What follows belongs to an exercise in optimizing a design on an open flow for small area; a production flow would make more cautious choices. Only simulation tests tie the RTL to the original design; equivalence was not proved. Power and IR drop assume default switching activity.

==> flow/design.v <==
module color_match(input [15:0] p, output m);
  wire [4:0] r5 = p[15:11]; wire [5:0] G = p[10:5]; wire [5:0] R = {r5, r5[4]}; wire [5:0] B = {p[4:0], p[4]};
  reg [5:0] MLO, MHI; reg [5:0] DM;
  always @* begin case (r5[3:0])
    4'd0: begin MLO = 6'd16; MHI = 6'd27; end
    4'd1: begin MLO = 6'd16; MHI = 6'd28; end
    4'd2: begin MLO = 6'd17; MHI = 6'd30; end
    4'd3: begin MLO = 6'd18; MHI = 6'd32; end
    4'd4: begin MLO = 6'd19; MHI = 6'd33; end
    4'd5: begin MLO = 6'd20; MHI = 6'd35; end
    4'd6: begin MLO = 6'd21; MHI = 6'd37; end
    4'd7: begin MLO = 6'd22; MHI = 6'd38; end
    4'd8: begin MLO = 6'd23; MHI = 6'd40; end
    4'd9: begin MLO = 6'd24; MHI = 6'd41; end
    4'd10: begin MLO = 6'd25; MHI = 6'd43; end
    4'd11: begin MLO = 6'd26; MHI = 6'd45; end
    4'd12: begin MLO = 6'd26; MHI = 6'd46; end
    4'd13: begin MLO = 6'd27; MHI = 6'd48; end
    4'd14: begin MLO = 6'd28; MHI = 6'd50; end
    4'd15: begin MLO = 6'd29; MHI = 6'd51; end
  endcase end
  wire [6:0] D = {1'b0,G} - {1'b0,B}; wire gb = ~D[6];
  wire tsmall = gb ? (D[5:4] == 2'b00) : (D[5:4] == 2'b11);
  wire [5:0] mn = gb ? B : G;
  always @* begin case ({gb, D[3:0]})
    5'd0: DM = 6'd63;
    5'd1: DM = 6'd63;
    5'd2: DM = 6'd63;
    5'd3: DM = 6'd63;
    5'd4: DM = 6'd63;
    5'd5: DM = 6'd47;
    5'd6: DM = 6'd43;
    5'd7: DM = 6'd39;
    5'd8: DM = 6'd35;
    5'd9: DM = 6'd30;
    5'd10: DM = 6'd26;
    5'd11: DM = 6'd22;
    5'd12: DM = 6'd18;
    5'd13: DM = 6'd0;
    5'd14: DM = 6'd0;
    5'd15: DM = 6'd0;
    5'd16: DM = 6'd0;
    5'd17: DM = 6'd0;
    5'd18: DM = 6'd18;
    5'd19: DM = 6'd26;
    5'd20: DM = 6'd35;
    5'd21: DM = 6'd43;
    5'd22: DM = 6'd63;
    5'd23: DM = 6'd63;
    5'd24: DM = 6'd63;
    5'd25: DM = 6'd63;
    5'd26: DM = 6'd63;
    5'd27: DM = 6'd63;
    5'd28: DM = 6'd63;
    5'd29: DM = 6'd63;
    5'd30: DM = 6'd63;
    5'd31: DM = 6'd63;
  endcase end
  wire [6:0] d7 = {1'b0,R} - {1'b0,mn}; wire [5:0] d = d7[5:0];
  assign m = r5[4] && tsmall && !d7[6] && d >= MLO && d <= MHI && d >= DM;
endmodule
module run_finder (
    input clk,
    input rst,
    input end_frame_in,
    input end_line_in,
    input new_pixel,
    input pixel,
    output [10:0] run_start,
    output [10:0] run_end,
    output new_run,
    output end_line_out,
    output end_frame_out
  );
  reg np_q, x_q, ef_q;
  reg [10:0] col_q, start_q;
  reg found_q;
  always @(posedge clk) begin
    np_q <= ~rst & new_pixel;
    x_q <= ~rst & ((new_pixel & pixel) | end_line_in);
    ef_q <= ~rst & end_frame_in;
  end
  wire pm = np_q & x_q;
  wire pn = np_q & ~x_q;
  wire el = ~np_q & x_q;
  assign run_start = start_q;
  assign run_end = col_q;
  assign new_run = found_q & (pn | el);
  assign end_line_out = el;
  assign end_frame_out = ef_q;
  always @(posedge clk) begin
    if (rst || el || ef_q) begin
      col_q <= 11'd0;
      found_q <= 1'b0;
    end else if (np_q) begin
      col_q <= col_q + 1'b1;
      found_q <= x_q;
    end
    if (!found_q)
      start_q <= col_q;
  end
endmodule
module color_run_finder (
    input clk,
    input rst,
    input end_frame_in,
    input end_line_in,
    input new_pixel_in,
    input [15:0] pixel_in,
    output [10:0] run_start,
    output [10:0] run_end,
    output new_run,
    output end_line_out,
    output end_frame_out
  );
  wire match;
  color_match color_match (
      .p(pixel_in),
      .m(match)
    );
  run_finder run_finder (
      .clk(clk),
      .rst(rst),
      .end_frame_in(end_frame_in),
      .end_line_in(end_line_in),
      .new_pixel(new_pixel_in),
      .pixel(match),
      .run_start(run_start),
      .run_end(run_end),
      .new_run(new_run),
      .end_line_out(end_line_out),
      .end_frame_out(end_frame_out)
    );
endmodule
==> flow/flow/run.sh <==
#!/bin/bash
# Own layout flow: the standard synthesis, then the combinational cells of its netlist
# are re-synthesised for area with ABC (the flip-flop instances are kept as they are, with
# their names and cell types): deepsyn from several random seeds, each mapped with &nf, and
# the smallest result is kept. Then the standard layout from floorplan to finish, with
# the smallest buffer on the ports. Each tool's output goes to a log file in this folder.
set -euo pipefail
W=$(pwd)
FH=${FLOW_HOME:-/OpenROAD-flow-scripts/flow}
R=$W/orfs/results/${FLOW_PLATFORM:-sky130hd}/color_run_finder/base
YOSYS=yosys
if [[ -x $FH/../tools/install/yosys/bin/yosys ]]; then YOSYS=$FH/../tools/install/yosys/bin/yosys; fi
LIB=$FH/platforms/sky130hd/lib/sky130_fd_sc_hd__tt_025C_1v80.lib

bash standard.sh synth > $W/synth.log 2>&1
cp $R/1_2_yosys.v $W/synth_standard.v

DEEP_T=${DEEP_T:-30}
SEEDS=${SEEDS:-16}
PAR=${PAR:-4}
DU=$(grep -o 'sky130_fd_sc_hd__\(lpflow\|probe\)[a-z0-9_]*' $LIB | sort -u | sed 's/^/-dont_use /' | tr '\n' ' ')
mkdir -p $W/reopt
reopt() {
  local s=$1
  printf 'strash\ndc2\ndch\ndc2\n&get -n\n&deepsyn -T %s -S %s\n&put\n&get -n\n&nf -R 1000 -F 10 -A 10\n&put\ntopo\n' "$DEEP_T" "$s" > $W/reopt/r$s.abc
  $YOSYS -p "read_liberty -ignore_miss_func $LIB; read_verilog $W/synth_standard.v; hierarchy -top $FLOW_TOP; \
    blackbox sky130_fd_sc_hd__*df*; flatten; opt_clean; \
    opt -full; abc -liberty $LIB $DU -script $W/reopt/r$s.abc; opt_clean -purge; \
    hilomap -singleton -hicell sky130_fd_sc_hd__conb_1 HI -locell sky130_fd_sc_hd__conb_1 LO; \
    splitnets; opt_clean -purge; tee -o $W/reopt/r$s.txt stat -liberty $LIB; \
    write_verilog -noattr -nohex -nodec $W/reopt/r$s.v" > $W/reopt/r$s.log 2>&1 || true
}
s=1
while (( s <= SEEDS )); do
  for ((k = 0; k < PAR && s <= SEEDS; k++, s++)); do reopt $s & done
  wait
done
best=""; besta=""
for ((s = 1; s <= SEEDS; s++)); do
  [[ -f $W/reopt/r$s.v && -f $W/reopt/r$s.txt ]] || continue
  a=$(grep -o "Chip area for module .*: [0-9.]*" $W/reopt/r$s.txt | awk '{print $NF}' || true)
  [[ -n "$a" ]] || continue
  if [[ -z "$best" ]] || awk "BEGIN{exit !($a < $besta)}"; then best=$s; besta=$a; fi
done
echo "best seed $best area $besta" > $W/reopt_choice.txt
if [[ -n "$best" ]]; then cp $W/reopt/r$best.v $R/1_2_yosys.v; fi
rm -f $R/1_synth.odb $R/1_synth.sdc
bash standard.sh BUFFER_PORTS_ARGS="-buffer_cell sky130_fd_sc_hd__buf_1" finish > $W/finish.log 2>&1
==> flow/standard.sh <==
#!/bin/bash
# synth_recipe.tcl (not shown) runs the flow's synth.tcl, then flattens the netlist and writes it again
# the make line also repeats each setting of config.mk as NAME=value (left out here)
make -C /OpenROAD-flow-scripts/flow DESIGN_CONFIG=/design/flow/config.mk WORK_HOME=/design/flow/orfs CLKGATE_MAP_FILE= SYNTH_SCRIPT=/design/flow/synth_recipe.tcl "${@:-finish}"
==> flow/config.mk <==
export PLATFORM = sky130hd
export DESIGN_NAME = color_run_finder
export DESIGN_NICKNAME = color_run_finder
export VERILOG_FILES = /design/flow/design.v
export SDC_FILE = /design/flow/constraint.sdc
export NUM_CORES = 4
export LEC_CHECK = 0
export CAP_MARGIN = 20
export CORE_MARGIN = 2
export CORE_UTILIZATION = 45
export CTS_BUF_LIST = sky130_fd_sc_hd__clkbuf_8
export PLACE_DENSITY = 0.6
export SLEW_MARGIN = 20
==> flow/constraint.sdc <==
create_clock -name core_clock -period 6.0 [get_ports {clk}]
set_input_delay 1.2000 -clock core_clock [delete_from_list [all_inputs] [get_ports {clk}]]
set_output_delay 1.2000 -clock core_clock [all_outputs]
set_load 0.01 [all_outputs]
==> run summary <==
## registers in the layout, indices dropped and copies added, names as in the netlist
signal and flops:
run_finder.col_q 11, run_finder.ef_q 1, run_finder.found_q 1, run_finder.np_q 1
run_finder.start_q 11, run_finder.x_q 1
## worst min-delay path by stage
stage	start	end	slack, ps	cells after the start
after global routing	run_finder.col_q[3]	run_finder.start_q[3]	500	0
after global placement	run_finder.col_q[9]	run_finder.start_q[9]	460	0
after CTS	run_finder.col_q[10]	run_finder.col_q[10]	480	1
final	run_finder.col_q[3]	run_finder.start_q[3]	480	0
after detailed placement	run_finder.col_q[9]	run_finder.start_q[9]	460	0
after floorplan	run_finder.found_q	run_finder.found_q	470	2
## critical path, stage by stage
cell and delay (ps):
buf_1 220, nand2b_1 140, maj3_1 400, clkinv_1 60, maj3_1 200, nand2_1 60
o21ai_0 100, xor2_1 520, mux2i_1 310, nor2_1 280, clkinv_1 130, maj3_1 400
nor2_1 140, a21o_1 120, o22ai_1 90, a311oi_1 220, nor2_1 60, nor3_1 210
o32ai_1 110
## layout by cell type (no fill, tap or decap), types with 2 or more instances in the layout
master,count
nor2_1,13
xor2_1,3
nand3_1,3
clkbuf_8,3
dfxtp_1,15
xnor2_1,13
edfxtp_1,11
o32ai_1,3
and3_1,7
nor3_1,9
o21ai_0,12
nor2b_1,4
o21a_1,4
clkinv_1,15
maj3_1,3
nand2_1,6
a311oi_1,2
nand2b_1,2
buf_1,45
a21oi_1,24
## cell type report
class,instances,area share
clock buffers,3,0.0244
multi-input cells,121,0.436
flip-flops and latches,26,0.373
inverters,14,0.0311
well taps,44,0.0326
repair buffers,45,0.100
clock inverters,1,0.00222
## per-layer routing
layer | part of all wire | wire, um | track usage | vias to the layer above
li1 | - | - | - | 694
met5 | 0 | 0 | 0 | -
met1 | 0.44 | 1320 | 0.206 | 604
met4 | 0.0090 | 27 | 0.0540 | 0
met2 | 0.51 | 1530 | 0.311 | 39
met3 | 0.038 | 113 | 0.00649 | 2
## power by group through the flow
stage	Clock (mW)	Sequential, mW	Combinational [mW]
2_1_floorplan	0	0.199	0.0738
3_3_place_gp	0	0.197	0.104
3_5_place_dp	0	0.197	0.105
4_1_cts	0.0946	0.193	0.106
5_1_grt	0.101	0.193	0.119
6_report	0.0932	0.192	0.106
## per-stage QoR
step                      area [um2]  total power, mW
after global placement          1640            0.301
final                           1690            0.392
after floorplan                 1420            0.273
after detailed placement        1640            0.302
after global routing            1690            0.414
after CTS                       1690            0.393
==> results_dict.tcl <==
set metrics [dict create \
    run_status "timing/DRC/antenna clean" \
    dieArea_um2 3620 \
    pwr-share-seq 0.491 \
    cts_root_buf "clkbuf_8" \
    end_kind "flop" \
    multi_input_area_um2 737 \
    finalCriticalPeriod_ps 4820 \
    grt_max_degree 15 \
    coreArea_um2 3030 \
    max_slew_margin 0.524 \
    clk_latency_ps 260 \
    routed_via_density 5.27 \
    power_frac_comb 0.272 \
    syn-cell-area_um2 1420 \
    cts_tree "done" \
    place_worst_setup_slack_ps 919 \
    slew_violations 0 \
    maxCapViolCount 0 \
    finalSetupViolCount 0 \
    drt-total-wl_um 2990 \
    clkTransAtPathRegs_ps 80 \
    leakage_nw 0.596 \
    critPathLaunch "pixel_in[4]" \
    vias 1339 \
    r2r_end "run_finder.col_q[10]" \
    tightestPinTransition_ps 713 \
    required_ps 6140 \
    post-place-cells 250 \
    num-fill-cells 288 \
    cts_buffers 3 \
    first_global_vias 1121 \
    syn-num-nets 182 \
    die_w_um 60.2 \
    hold_buffers 0 \
    finalCritPeriodShare 0.804 \
    ir_worst_vdd_uv 115 \
    final_cells 254 \
    rows 20 \
    p_int_uw 276 \
    cts_resized 0 \
    overflow 0 \
    post_drt_wl_per_cell_um 11.8 \
    cts_max_level 1 \
    swShare 0.297 \
    grt_pass1_wl_um 4760 \
    port_buffers 45 \
    hold_viol 0 \
    ff2ff_path_depth 7 \
    diodes 0 \
    synth_cells 161 \
    ys.warnings.count 2 \
    area_growth_pct 18.9 \
    finalSetupTns_ps 0 \
    power_switching_uw 116 \
    cts_setup_buffers 0 \
    crit_path_max_fanout 9 \
    first_pass_iters 4 \
    drc_errors 0 \
    arrival_ps 4970 \
    dp_hpwl_um 2360 \
    layout.nets 232 \
    pwr-share-clk 0.238 \
    cts_sinks 26 \
    crit_end "run_finder.x_q" \
    grt_use_total 0.168 \
    fin_skew_ps 4.32 \
    rsz0062_at_grt "false" \
    setup_slack_ps 1180 \
    antenna_found_initial 0 \
    regArea_um2 631 \
    clockBufferDepth 2 \
    avgSynthCellArea_um2 8.82 \
    postRouteAntennaNets 0 \
    hold_slack_ps 483 \
    io_pins 46 \
    drt_iter0_drc 61 \
    drive_gt1_frac 0.0143 \
    initial_core_util 0.469 \
    hp-class "reg -> reg" \
    reg2reg_from "run_finder.np_q" \
    post-route-util 0.558 \
    gp_congestion 0.847 \
    worstSetupPathType "in -> reg" \
    crit_path_start_kind "primary input" \
    die_height_um 60.2 \
    reg2reg_slack_ps 4010 \
    power_density_nw_per_um2 232 \
    max_freq_ghz 0.207 \
]

-- afterwards: timing with drivers on the ports --
The flow's constraints put no driver on any port. The routed layout listed below was extracted and timed again, unchanged, in two steps. Step 1 assumes that a clkbuf_16 drives the clock port and a buf_2 every other input. Step 2 adds t to the input delays and takes it off the output delays; t is the mean of the earliest and latest rising clock arrival at the registers after step 1. Input paths then give back, and output paths get back, about the clock's delay inside the block. Three values: no drivers, after step 1, after step 2; two values: the first two.
t, ns: 0.278
slack for setup (ns): 1.177 / 1.181 / 0.903
hold slack, ns: 0.483 / 0.483 / 0.483
clock arrival spread, ns: 0.005 / 0.004
slew at the worst register clock pin (ns): 0.08 / 0.08
After both steps setup and hold are still met in this run. For this run, drivers alone change the setup slack by +0.004 ns; drivers and shift together by -0.274 ns.
